From an optimization exercise on the open Yosys and OpenROAD flow, aimed at small area; shortcuts taken in it are not production practice. No run shown here included a check of the RTL's function; only the layout flow was run. Power is estimated from default activity; no workload was simulated.

File: flow/run.sh
#!/bin/bash
# synth_recipe.tcl (not shown) runs the flow's synth.tcl, then flattens the netlist and writes it again
# the make line also repeats each setting of config.mk as NAME=value (left out here)
make -C /OpenROAD-flow-scripts/flow DESIGN_CONFIG=/design/flow/config.mk WORK_HOME=/design/flow/orfs CLKGATE_MAP_FILE= SYNTH_SCRIPT=/design/flow/synth_recipe.tcl finish
File: flow/config.mk
export PLATFORM = sky130hd
export DESIGN_NAME = avr109
export DESIGN_NICKNAME = avr109
export VERILOG_FILES = /design/flow/design.v
export SDC_FILE = /design/flow/constraint.sdc
export NUM_CORES = 4
export LEC_CHECK = 0
export ABC_AREA = 1
export CAP_MARGIN = 20
export CORE_MARGIN = 2
export CORE_UTILIZATION = 70
export PLACE_DENSITY = 0.8
export SLEW_MARGIN = 20
File: flow/constraint.sdc
create_clock -name core_clock -period 10.0 [get_ports {clk}]
set_input_delay 2.0000 -clock core_clock [delete_from_list [all_inputs] [get_ports {clk}]]
set_output_delay 2.0000 -clock core_clock [all_outputs]
set_load 0.01 [all_outputs]
File: flow/design.v
module avr109tx (
		 input rst,
		 input clk,
		 input [7:0] tx_data,
		 input load,
		 output txd,
		 output busy
		 );
   reg        act;
   reg [10:0] sr;
   reg [7:0]  baud;
   wire       tick = &baud;
   assign txd = sr[0];
   assign busy = act;
   always @(posedge clk) begin
      baud <= (baud + 8'd1) | (tick ? 8'd94 : 8'd0);
      if (act) begin
	 if (tick) begin
	    if (sr[10:1] == 10'd0)
	      act <= 1'b0;
	    else
	      sr <= {1'b0, sr[10:1]};
	 end
      end else if (load) begin
	 act <= 1'b1;
	 sr[10:1] <= {1'b1, tx_data, 1'b0};
	 baud <= 8'hff;
      end
      if (rst) begin
	 act <= 1'b0;
	 sr[0] <= 1'b1;
      end
   end
endmodule
module avr109rx (
		 input rst,
		 input clk,
		 input rxd,
		 output [7:0] rx_data,
		 output rx_avail
		 );
   reg       act;
   reg [8:0] sr;
   reg [7:0] baud;
   wire      tick = &baud;
   assign rx_data = sr[8:1];
   assign rx_avail = ~act & sr[0];
   always @(posedge clk) begin
      if (act) begin
	 baud <= (baud + 8'd1) | (tick ? 8'd94 : 8'd0);
	 if (tick) begin
	    if (~sr[0])
	      sr <= {rxd, sr[8:1]};
	    else if (rxd)
	      act <= 1'b0;
	 end
      end else begin
	 baud <= 8'd13;
	 sr <= 9'b100000000;
	 act <= ~rxd;
      end
      if (rst) begin
	 act <= 1'b0;
	 sr[0] <= 1'b0;
      end
   end
endmodule
module avr109 (
	       input rst,
	       input clk,
	       input rxd,
	       output txd,
	       output intercept_mode,
	       output prog_mode,
	       output[15:0] prog_addr,
	       output[15:0] prog_data,
	       input[15:0] prog_data_in,
	       output prog_low,
	       output prog_high
	       );
   parameter CLK_FREQUENCY = 1560000;
   parameter BAUD_RATE = 9600;
   parameter VERSION_HIGH = "1";
   parameter VERSION_LOW = "0";
   reg 	     tx_avail_d;
   reg [7:0] tx_data_d;
   reg [4:0] state_d, state_q;
   reg [7:0] cnt_d, cnt_q;
   reg [15:0] addr_d, addr_q;
   reg 	      prog_strobe;
   reg        prog_mode_d, prog_mode_q;
   wire       tx_busy;
   wire       rx_avail;
   wire [7:0] rx_data;
   wire       send_ok;
   assign     prog_addr = {1'b0,addr_q[15:1]};
   assign     prog_data = {rx_data,rx_data};
   assign     prog_mode = prog_mode_q;
   assign     prog_low = prog_strobe & ~addr_q[0];
   assign     prog_high = prog_strobe & addr_q[0];
   assign     send_ok = ~tx_busy;
   localparam STATE_INACTIVE    = 0;
   localparam STATE_ATTACHING   = 1;
   localparam STATE_IDLE        = 2;
   localparam STATE_BAD_COMMAND = 3;
   localparam STATE_GET_V_HIGH  = 4;
   localparam STATE_GET_V_LOW   = 5;
   localparam STATE_SEND_Y      = 6;
   localparam STATE_GET_BS_Y    = 7;
   localparam STATE_GET_BS_HI   = 8;
   localparam STATE_GET_BS_LO   = 9;
   localparam STATE_SEND_00     = 10;
   localparam STATE_IGNORE_DATA = 11;
   localparam STATE_ACK_CMD     = 12;
   localparam STATE_SET_ADDR_HI = 13;
   localparam STATE_SET_ADDR_LO = 14;
   localparam STATE_SET_CNT_HI  = 16;
   localparam STATE_SET_CNT_LO  = 17;
   localparam STATE_CHECK_FLASH = 18;
   localparam STATE_PROG_GET    = 19;
   localparam STATE_PROG_PUT    = 20;
   localparam STATE_EXIT1       = 21;
   localparam STATE_EXIT2       = 22;
   localparam STATE_SET_CNT_HI2  = 24;
   localparam STATE_SET_CNT_LO2  = 25;
   localparam STATE_CHECK_FLASH2 = 26;
   localparam STATE_READ_GET    = 27;
   localparam STATE_READ_PUT    = 28;
	assign     intercept_mode = (state_q >= STATE_IDLE);
   avr109tx avr109tx_inst(.rst(rst), .clk(clk),
			  .tx_data(tx_data_d), .load(tx_avail_d),
			  .txd(txd), .busy(tx_busy));
   avr109rx avr109rx_inst(.rst(rst), .clk(clk),
			  .rx_data(rx_data), .rx_avail(rx_avail),
			  .rxd(rxd));
   always @(*) begin
      tx_avail_d = 0;
      tx_data_d = 8'h00;
      state_d = state_q;
      cnt_d = cnt_q;
      addr_d = addr_q;
      prog_strobe = 1'b0;
      prog_mode_d = prog_mode_q;
      case (state_q)
	STATE_INACTIVE: begin
	   cnt_d = 0;
	   prog_mode_d = 0;
	   if (rx_avail & (rx_data == 8'h1b))
	     state_d = STATE_ATTACHING;
	end
	STATE_ATTACHING: begin
	   if (rx_avail) begin
	      if (rx_data != ((cnt_q&1)? 8'h1b : 8'haa))
		state_d = STATE_INACTIVE;
	      else begin
		 cnt_d[2:0] = cnt_q[2:0] + 1;
		 if (cnt_q[2:0] == 5)
		   state_d = STATE_IDLE;
	      end
	   end
	end
	STATE_IDLE: begin
	   if (rx_avail) begin
	      case (rx_data)
		8'h0a, 8'h1b: ;
		8'h41: state_d = STATE_SET_ADDR_HI;
		8'h42: state_d = STATE_SET_CNT_HI;
		8'h45: state_d = STATE_EXIT1;
		8'h4c: begin
		   prog_mode_d = 1'b0;
		   state_d = STATE_ACK_CMD;
		end
		8'h50: begin
		   prog_mode_d = 1'b1;
		   state_d = STATE_ACK_CMD;
		end
		8'h54: state_d = STATE_IGNORE_DATA;
		8'h56: state_d = STATE_GET_V_HIGH;
		8'h61: state_d = STATE_SEND_Y;
		8'h62: state_d = STATE_GET_BS_Y;
		8'h67: state_d = STATE_SET_CNT_HI2;
		8'h74: state_d = STATE_SEND_00;
		default: state_d = STATE_BAD_COMMAND;
	      endcase  
	   end
	end
	STATE_BAD_COMMAND: begin
	   if (send_ok) begin
	      tx_data_d = 8'h3f;
	      tx_avail_d = 1'b1;
	      state_d = STATE_IDLE;
	   end
	end
	STATE_GET_V_HIGH: begin
	   if (send_ok) begin
	      tx_data_d = VERSION_HIGH;
	      tx_avail_d = 1'b1;
	      state_d = STATE_GET_V_LOW;
	   end
	end
	STATE_GET_V_LOW: begin
	   if (send_ok) begin
	      tx_data_d = VERSION_LOW;
	      tx_avail_d = 1'b1;
	      state_d = STATE_IDLE;
	   end
	end
	STATE_SEND_Y: begin
	   if (send_ok) begin
	      tx_data_d = 8'h59;
	      tx_avail_d = 1'b1;
	      state_d = STATE_IDLE;
	   end
	end
	STATE_GET_BS_Y: begin
	   if (send_ok) begin
	      tx_data_d = 8'h59;
	      tx_avail_d = 1'b1;
	      state_d = STATE_GET_BS_HI;
	   end
	end
	STATE_GET_BS_HI: begin
	   if (send_ok) begin
	      tx_data_d = 8'h00;
	      tx_avail_d = 1'b1;
	      state_d = STATE_GET_BS_LO;
	   end
	end
	STATE_GET_BS_LO: begin
	   if (send_ok) begin
	      tx_data_d = 8'hff;
	      tx_avail_d = 1'b1;
	      state_d = STATE_IDLE;
	   end
	end
	STATE_SEND_00: begin
	   if (send_ok) begin
	      tx_data_d = 8'h00;
	      tx_avail_d = 1'b1;
	      state_d = STATE_IDLE;
	   end
	end
	STATE_IGNORE_DATA: begin
	   if (rx_avail)
	     state_d = STATE_ACK_CMD;
	end
	STATE_ACK_CMD: begin
	   if (send_ok) begin
	      tx_data_d = 8'h0d;
	      tx_avail_d = 1'b1;
	      state_d = STATE_IDLE;
	   end
	end
	STATE_SET_ADDR_HI: begin
	   if (rx_avail) begin
	      addr_d[15:8] = rx_data;
	      state_d = STATE_SET_ADDR_LO;
	   end
	end
	STATE_SET_ADDR_LO: begin
	   if (rx_avail) begin
	      addr_d[7:0] = rx_data;
	      state_d = STATE_ACK_CMD;
	   end
	end
	STATE_SET_CNT_HI: begin
	   if (rx_avail) begin
	      if (rx_data == 0)
		state_d = STATE_SET_CNT_LO;
	      else
		state_d = STATE_BAD_COMMAND;
	   end
	end
	STATE_SET_CNT_LO: begin
	   if (rx_avail) begin
	      cnt_d = rx_data;
	      state_d = STATE_CHECK_FLASH;
	   end
	end
	STATE_CHECK_FLASH: begin
	   if (rx_avail) begin
	      if (rx_data == 8'h46)
		state_d = (cnt_q == 0? STATE_ACK_CMD : STATE_PROG_GET);
	      else
		state_d = STATE_BAD_COMMAND;
	   end
	end
	STATE_PROG_GET: begin
	   if (rx_avail) begin
	      cnt_d = cnt_q - 1;
	      state_d = STATE_PROG_PUT;
	      prog_strobe = 1'b1;
	   end
	end
	STATE_PROG_PUT: begin
	   addr_d = addr_q + 1;
	   state_d = (cnt_q == 0? STATE_ACK_CMD : STATE_PROG_GET);
	end
	STATE_SET_CNT_HI2: begin
	   if (rx_avail) begin
	      if (rx_data == 0)
		state_d = STATE_SET_CNT_LO2;
	      else
		state_d = STATE_BAD_COMMAND;
	   end
	end
	STATE_SET_CNT_LO2: begin
	   if (rx_avail) begin
	      cnt_d = rx_data;
	      state_d = STATE_CHECK_FLASH2;
	   end
	end
	STATE_CHECK_FLASH2: begin
	   if (rx_avail) begin
	      if (rx_data == 8'h46)
		state_d = (cnt_q == 0? STATE_IDLE : STATE_READ_GET);
	      else
		state_d = STATE_BAD_COMMAND;
	   end
	end
	STATE_READ_GET: begin
	   tx_data_d = (addr_q[0]? prog_data_in[15:8]:prog_data_in[7:0]);
	   if (send_ok) begin
	      tx_avail_d = 1'b1;
	      cnt_d = cnt_q - 1;
	      state_d = STATE_READ_PUT;
	   end
	end
	STATE_READ_PUT: begin
	   addr_d = addr_q + 1;
	   state_d = (cnt_q == 0? STATE_IDLE : STATE_READ_GET);
	end
	STATE_EXIT1: begin
	   if (send_ok) begin
	      tx_data_d = 8'h0d;
	      tx_avail_d = 1'b1;
	      state_d = STATE_EXIT2;
	   end
	end
	STATE_EXIT2: begin
	   if (send_ok)
	     state_d = STATE_INACTIVE;
	end
      endcase  
   end
   always @(posedge clk) begin
      cnt_q <= cnt_d;
      if (rst) begin
	 state_q <= STATE_INACTIVE;
	 addr_q <= 0;
	 prog_mode_q <= 1'b0;
      end else begin
	 state_q <= state_d;
	 addr_q <= addr_d;
	 prog_mode_q <= prog_mode_d;
      end
   end
endmodule  
==> results of run 1 <==
-- power breakdown --
| group | leakage, uW | switching, uW | internal [uW] |
|---|---|---|---|
| registers | 0.000593 | 15.1 | 301 |
| clock network | 0.0000971 | 110 | 115 |
| logic | 0.00167 | 33.9 | 31.4 |
| total | 0.00236 | 159 | 447 |
-- layout make-up --
type                            count  share of cell area
Clock buffer                       11              0.0247
Timing Repair Buffer               55               0.103
Tap cell                           80              0.0188
Multi-Input combinational cell    535               0.495
Clock inverter                      5              0.0101
Sequential cell                    68               0.290
Inverter                           82              0.0580
-- synthesized netlist by cell type (11+ instances only) --
cell / number / area (sq um)
buf_4: 33 / 248
o21ai_0: 59 / 295
nand3_1: 62 / 310
nor2_1: 110 / 413
nor3_1: 11 / 55.1
nand2_1: 167 / 627
dfxtp_1: 50 / 1000
edfxtp_1: 18 / 541
inv_1: 75 / 282
a21oi_1: 31 / 155
-- sequential cells by signal (all words and copies together) (netlist names), 5 cells and up --
| signal | count |
|---|---|
| addr_q | 16 |
| avr109rx_inst.baud | 8 |
| state_q | 5 |
| avr109rx_inst.sr | 9 |
| avr109tx_inst.baud | 8 |
| avr109tx_inst.sr | 11 |
| cnt_q | 8 |
-- path summary, 6_finish.rpt --
path / to / slack, ps / cells past startpoint
worst min register to register: avr109rx_inst.baud[0] / 410 / 1
worst max register to register: avr109tx_inst.sr[10] / 7350 / 9
worst max-delay path: prog_low / 5690 / 4
worst min-delay path: avr109rx_inst.baud[0] / 410 / 1
-- logic make-up after synthesis --
| logic type | after synthesis | synth area share |
|---|---|---|
| AO/OA/AOI/OAI | 124 | 0.149 |
| XOR/XNOR | 15 | 0.0274 |
| adder cells (fa/ha/maj) | 7 | 0.0183 |
| buffers and inverters | 131 | 0.130 |
| flip-flops | 68 | 0.322 |
| other | 1 | 0.000782 |
| AND/OR/NAND/NOR | 388 | 0.353 |
-- routing by layer --
| metal | GRT usage | wire length, um |
|---|---|---|
| met5 | 0 | 0 |
| met4 | 0.118 | 373 |
| met3 | 0.0733 | 1220 |
| met2 | 0.546 | 5910 |
| met1 | 0.471 | 5440 |
-- critical path, cell delays in order, from the launching register on --
cell and delay (ps):
dfxtp_1 460, inv_1 190, nand2_1 340, nor3_1 370, clkdlybuf4s50_1 600
-- stage by stage --
| stage | cell area, sq um | setup slack, ps | hold WS (ps) | util | std cells |
|---|---|---|---|---|---|
| 3_3_place_gp | 5130 | 6130 | 389 | 0.763 | 820 |
| 3_5_place_dp | 5130 | 6100 | 394 | 0.763 | 820 |
| 6_report | 5310 | 5690 | 412 | 0.791 | 836 |
| 2_1_floorplan | 4790 | 6850 | 376 | - | 734 |
| 4_1_cts | 5310 | 5730 | 410 | 0.791 | 836 |
| 5_1_grt | 5310 | 5520 | 439 | 0.791 | 836 |
==> summary.md, run 1 <==
| Metric | Value |
|---|---|
| DR WL/cell | 15.5 um |
| Synth warn | 3 |
| Power Total | 606 uW |
| Yosys cell types | 46 |
| Mapped Area | 4790 sq um |
| Gate Count Post-Synth | 734 |
| Core Region | 6720 sq um |
| Min-Delay Path Class | register to register |
| RePlAce Congestion | 1.00 |
| Sink Count | 68 |
| Critical path type | register to output port |
| Buffers from clock root to sink, at most | 2 |
| Cts hold-fix bufs | 0 |
| CP required | 8000 ps |
| Peak VDD IR | 112 uV |
| Overflow after GRT | 0 |
| Post-synth EDFFs | 18 |
| Total Routing Usage GR | 0.345 |
| Die area | 7530 sq um |
| Final setup TNS | 0 ps |
| Cts bufs inserted | 9 |
| Num rows | 30 |
| Sequential fraction of the synthesis area | 0.322 |
| Most frequent cells in the layout | nand2_1 (167), nor2_1 (110), inv_1 (75) |
| Critical Path Start | avr109rx_inst.act |
| Layout net count | 777 |
| RSZ-0062 raised after global routing | false |
| Setup violators final | 0 |
| # resized after CTS | 0 |
| Commonest non-fill, non-tap cell in the layout | nand2_1 |
| Worst Setup End Kind | output port |
| Vias per inst | 5.99 |
| Worst-Skew Late Latency | 360 ps |
| Die Y | 86.8 um |
| Worst reg2reg path startpoint | state_q[3] |
| Fill cells | 495 |
| Port-buffer cells | 54 |
| Pin count of the biggest net entering global routing | 20 |
| Post-synth net total | 760 |
| HPWL Detailed | 9670 um |
| Layout area overhead | 10.8% |
| Final hold vios | 0 |
| CTS tree | built |
| Max cap viols | 0 |
| Avg Cell Area, Syn | 6.53 sq um |
| Slew @ Worst Pin | 636 ps |
| I/O pins | 56 |
| Tcrit/Tclk final | 0.431 |
| First-pass DRT Iterations | 5 |
| Leakage | 0.00236 uW |
| Multi-input gate area | 2630 sq um |
| Async set or reset register ratio after synthesis | 0 |
| Final Skew | 13.9 ps |
| Die extent in x | 86.8 um |
| Root buf cell | clkbuf_8 |
| Via count of the first global-routing pass | 4428 |
| Initial antenna violation count | 0 |
| Drc violations | 0 |
| Max-Slew Margin vs Limit | 0.574 |
| Clock transition at path regs | 70 ps |
| Post-DRT Antenna Nets | 0 |
| Layout cells sized above 1 | 0.0622 |
| Startpoint types | register |
| 1st-iter DRT viols | 500 |
| Status | complete, no violations |
| Tmin final | 4310 ps |
| Flops & latches, synth | 68 |
| Storage element area | 1540 sq um |
| Worst Path Max Fanout | 16 |
| First-pass GRT wire length | 20500 um |
| Post-CTS Setup Inserts | 0 |
| Arrival time at the worst endpoint | 2310 ps |
| Min-delay src | avr109rx_inst.baud[0] |
| Main synth FF type | dfxtp_1 |
| Pins Over Slew Limit | 0 |
| Starting Density | 0.713 |
| Vias | 5011 |
| Max Fclk | 0.232 GHz |
| Final WL | 12900 um |
| Htree depth | 3 |
| PwrDens | 114 nW/um^2 |
| Diodes inserted | 0 |
==> run 2: changes to the inputs <==
--- a/flow/config.mk
+++ b/flow/config.mk
@@ -7,7 +7,5 @@
 export LEC_CHECK = 0
-export ABC_AREA = 1
 export CAP_MARGIN = 20
 export CORE_MARGIN = 2
-export CORE_UTILIZATION = 70
-export PLACE_DENSITY = 0.8
+export CORE_UTILIZATION = 40
 export SLEW_MARGIN = 20
==> run 2 against run 1 <==
  * Still clean on timing, DRC and antenna
  * Maximum frequency shrank 3.2%
  * Non-clock buffer count grew 4
  * Setup slack lost 140 ps
  * Global-route usage shrank 13 points
  * Register-to-register slack lost 560 ps
  * Flip-flop and latch count is the same
  * Clock power grew 64%
  * Count of clock-buffer cells in the layout shrank 2
  * Sequential share of layout area shrank 2.1 points
  * Critical endpoint is now prog_high
  * Highest routed layer unchanged
==> summary.md, run 2 <==
| Metric | Value |
|---|---|
| First-pass DRT Iterations | 5 |
| First-pass GRT wire length | 23200 um |
| Worst Path Max Fanout | 20 |
| Largest stage delay on the critical path | 620 ps |
| Cell taking the most area after synthesis | dfxtp_1 |
| Root buf cell | clkbuf_16 |
| Mapped Area | 5080 sq um |
| # resized after CTS | 0 |
| Final hold vios | 0 |
| Initial antenna violation count | 0 |
| Clock transition at path regs | 60 ps |
| Peak VDD IR | 86.7 uV |
| Avg Cell Area, Syn | 7.90 sq um |
| Cells on Worst Hold Path | 1 |
| Multi-input gate area | 3020 sq um |
| Non-Filler Instances | 808 |
| Power Total | 774 uW |
| Pins Over Slew Limit | 0 |
| CTS tree | built |
| Sequential fraction of the synthesis area | 0.303 |
| Min-Delay Path Class | register to register |
| Cells along the critical path | nor2b_1, nand2_1, nor4_1, clkdlybuf4s50_1 |
| Slew @ Worst Pin | 1080 ps |
| Synth warn | 3 |
| WP depth | 4 |
| I/O pins | 56 |
| Num rows | 41 |
| Fill cells | 1269 |
| Layout net count | 657 |
| Reg with most FFs | addr_q |
| Port-buffer cells | 54 |
| Max Fclk | 0.225 GHz |
| Diodes inserted | 0 |
| PwrDens | 135 nW/um^2 |
| Final WL | 14300 um |
| Final Instance Area | 5730 sq um |
| Final setup TNS | 0 ps |
| Drc violations | 0 |
| Most frequent cell after synthesis | nand2_1 |
| Layout area overhead | 12.7% |
| Post-CTS Setup Inserts | 0 |
| Gate Count Post-Synth | 643 |
| Status | complete, no violations |
| Main synth FF type | dfxtp_1 |
| Cts hold-fix bufs | 0 |
| Storage element area | 1540 sq um |
| WP buf/inv | 1 |
| Tcrit/Tclk final | 0.445 |
| Cts bufs inserted | 9 |
| Die area | 13600 sq um |
| Placed Instance Area | 5390 sq um |
| Sink Count | 68 |
| Top cell family by delay on the critical path | simple AND/OR/NAND/NOR gates |
| Starting Density | 0.406 |
| Max FFs per register | 16 |
| Commonest non-fill, non-tap cell in the layout | nand2_1 |
| Synth top cells by count | nand2_1 (60), dfxtp_1 (50), o21ai_0 (49) |
| Core Region | 12500 sq um |
| Async set or reset register ratio after synthesis | 0 |
| Area contributors post-synth | dfxtp_1 (20%), edfxtp_1 (11%), buf_4 (5.2%), o21ai_0 (4.8%), nand2_1 (4.4%) |
| Yosys cell types | 76 |
| Die Y | 117 um |
| Max-Slew Margin vs Limit | 0.279 |
| Leakage | 0.00194 uW |
| Worst-Skew Late Latency | 340 ps |
| Tmin final | 4450 ps |
| Startpoint types | register |
| RSZ-0062 raised after global routing | false |
| Layout cells sized above 1 | 0.0597 |
| Vias per inst | 5.95 |
| Share of the synthesized area in the top cell type | 0.197 |
| Most frequent cells in the layout | nand2_1 (60), clkdlybuf4s50_1 (54), dfxtp_1 (50) |
| Worst Setup End Kind | output port |
| Post-DRT Antenna Nets | 0 |
| Dpl cells | 792 |
| Pin count of the biggest net entering global routing | 47 |
| Flops & latches, synth | 68 |
| Htree depth | 3 |
| Worst r2r path cells | 6 |
| Buffers from clock root to sink, at most | 2 |
| Setup violators final | 0 |
| Die extent in x | 117 um |
| Post-synth net total | 669 |
| Post-synth EDFFs | 18 |
| Final Skew | 7.52 ps |
| Total Routing Usage GR | 0.217 |
| Largest registers | addr_q (16), avr109tx_inst.sr (11), avr109rx_inst.sr (9) |
| Arrival time at the worst endpoint | 2450 ps |
| DR WL/cell | 17.7 um |
| Critical path type | register to output port |
| Via count of the first global-routing pass | 4468 |
| RePlAce Congestion | 0.930 |
| 1st-iter DRT viols | 455 |
| HPWL Detailed | 9930 um |
| Vias | 4806 |
| Crit-path slowest cell | clkdlybuf4s50_1 |
| Overflow after GRT | 0 |
| CP required | 8000 ps |
| Max cap viols | 0 |
==> run 2: cell count changes after synthesis, sizes merged, moves of 23 or more <==
cell	change
buf	+23
inv	-72
nand2	-113
nand3	-36
nor2	-81
nor2b	+23
==> run 2: layer usage <==
metal / part of all wire / track usage / up-vias
met1: 0.47 / 0.298 / 2307
met5: 0 / 0 / -
li1: - / - / 2341
met4: 0.020 / 0.0698 / 0
met2: 0.46 / 0.341 / 136
met3: 0.051 / 0.0451 / 22
==> run 2: layout make-up <==
cell class	instances	area share
Sequential cell	68	0.269
Clock inverter	7	0.0199
Inverter	9	0.00590
Clock buffer	9	0.0393
Tap cell	172	0.0376
Timing Repair Buffer	59	0.101
Multi-Input combinational cell	484	0.527
==> run 2: path summary, 6_finish.rpt <==
check                        startpoint  slack, ps                     to
setup / recovery      avr109rx_inst.act       5550              prog_high
hold reg to reg   avr109tx_inst.baud[0]        420  avr109tx_inst.baud[0]
hold / removal    avr109tx_inst.baud[0]        420  avr109tx_inst.baud[0]
setup reg to reg             state_q[3]       6790              addr_q[3]
==> run 2: cells by family (layout without fill, tap and decap cells) <==
kind of cell / after synthesis / in the layout / synth area share
and+or+nand+nor: 261 / 261 / 0.277
AOI/OAI and AO/OA: 182 / 182 / 0.237
buffers and inverters: 91 / 84 / 0.102
DFF: 68 / 68 / 0.303
muxes: 18 / 18 / 0.0360
xor gates and xnor gates: 14 / 14 / 0.0241
adders and majority gates: 8 / 8 / 0.0192
other: 1 / 1 / 0.000738
==> run 2: where the power goes <==
part	internal [uW]	total, uW	switching [uW]	leakage, uW
clock	243	367	124	0.000161
combinational	43.1	84.4	41.3	0.00119
sequential	302	323	20.8	0.000596
==> run 2: metrics by stage <==
stage               worst slack [ps]  utilization  hold WS (ps)
floorplan                       6380            -           389
global placement                6020        0.431           404
detailed placement              5860        0.431           410
CTS                             5490        0.458           423
global route                    5310        0.458           434
finish                          5550        0.458           418

[port drivers added, routing unchanged]
In the flow no input, the clock included, has a driving cell. The finished layouts below were timed again as built, in two steps.
Step 1 sets driving cells, clkbuf_16 on the clock port and buf_2 on the other inputs (assumed; they add their load-dependent delay and slew).
Step 2 times the ports against the registers' clock, not the clock port: input delays grow and output delays shrink by t, the midpoint of the rising clock arrivals with the driver on.
a / b / c = ideal ports / drivers / drivers and shift; a / b = the first two.
run	shift t [ns]	setup slack, ns	worst setup path after step 2	slew at the worst register clock pin (ns)	pins driven straight from the clock port
run 1	0.380	5.691 / 5.660 / 6.040	register to output	0.08 / 0.08	1
run 2	0.373	5.548 / 5.510 / 5.883	register to output	0.06 / 0.06	1
After both steps setup and hold are still met in every run listed.
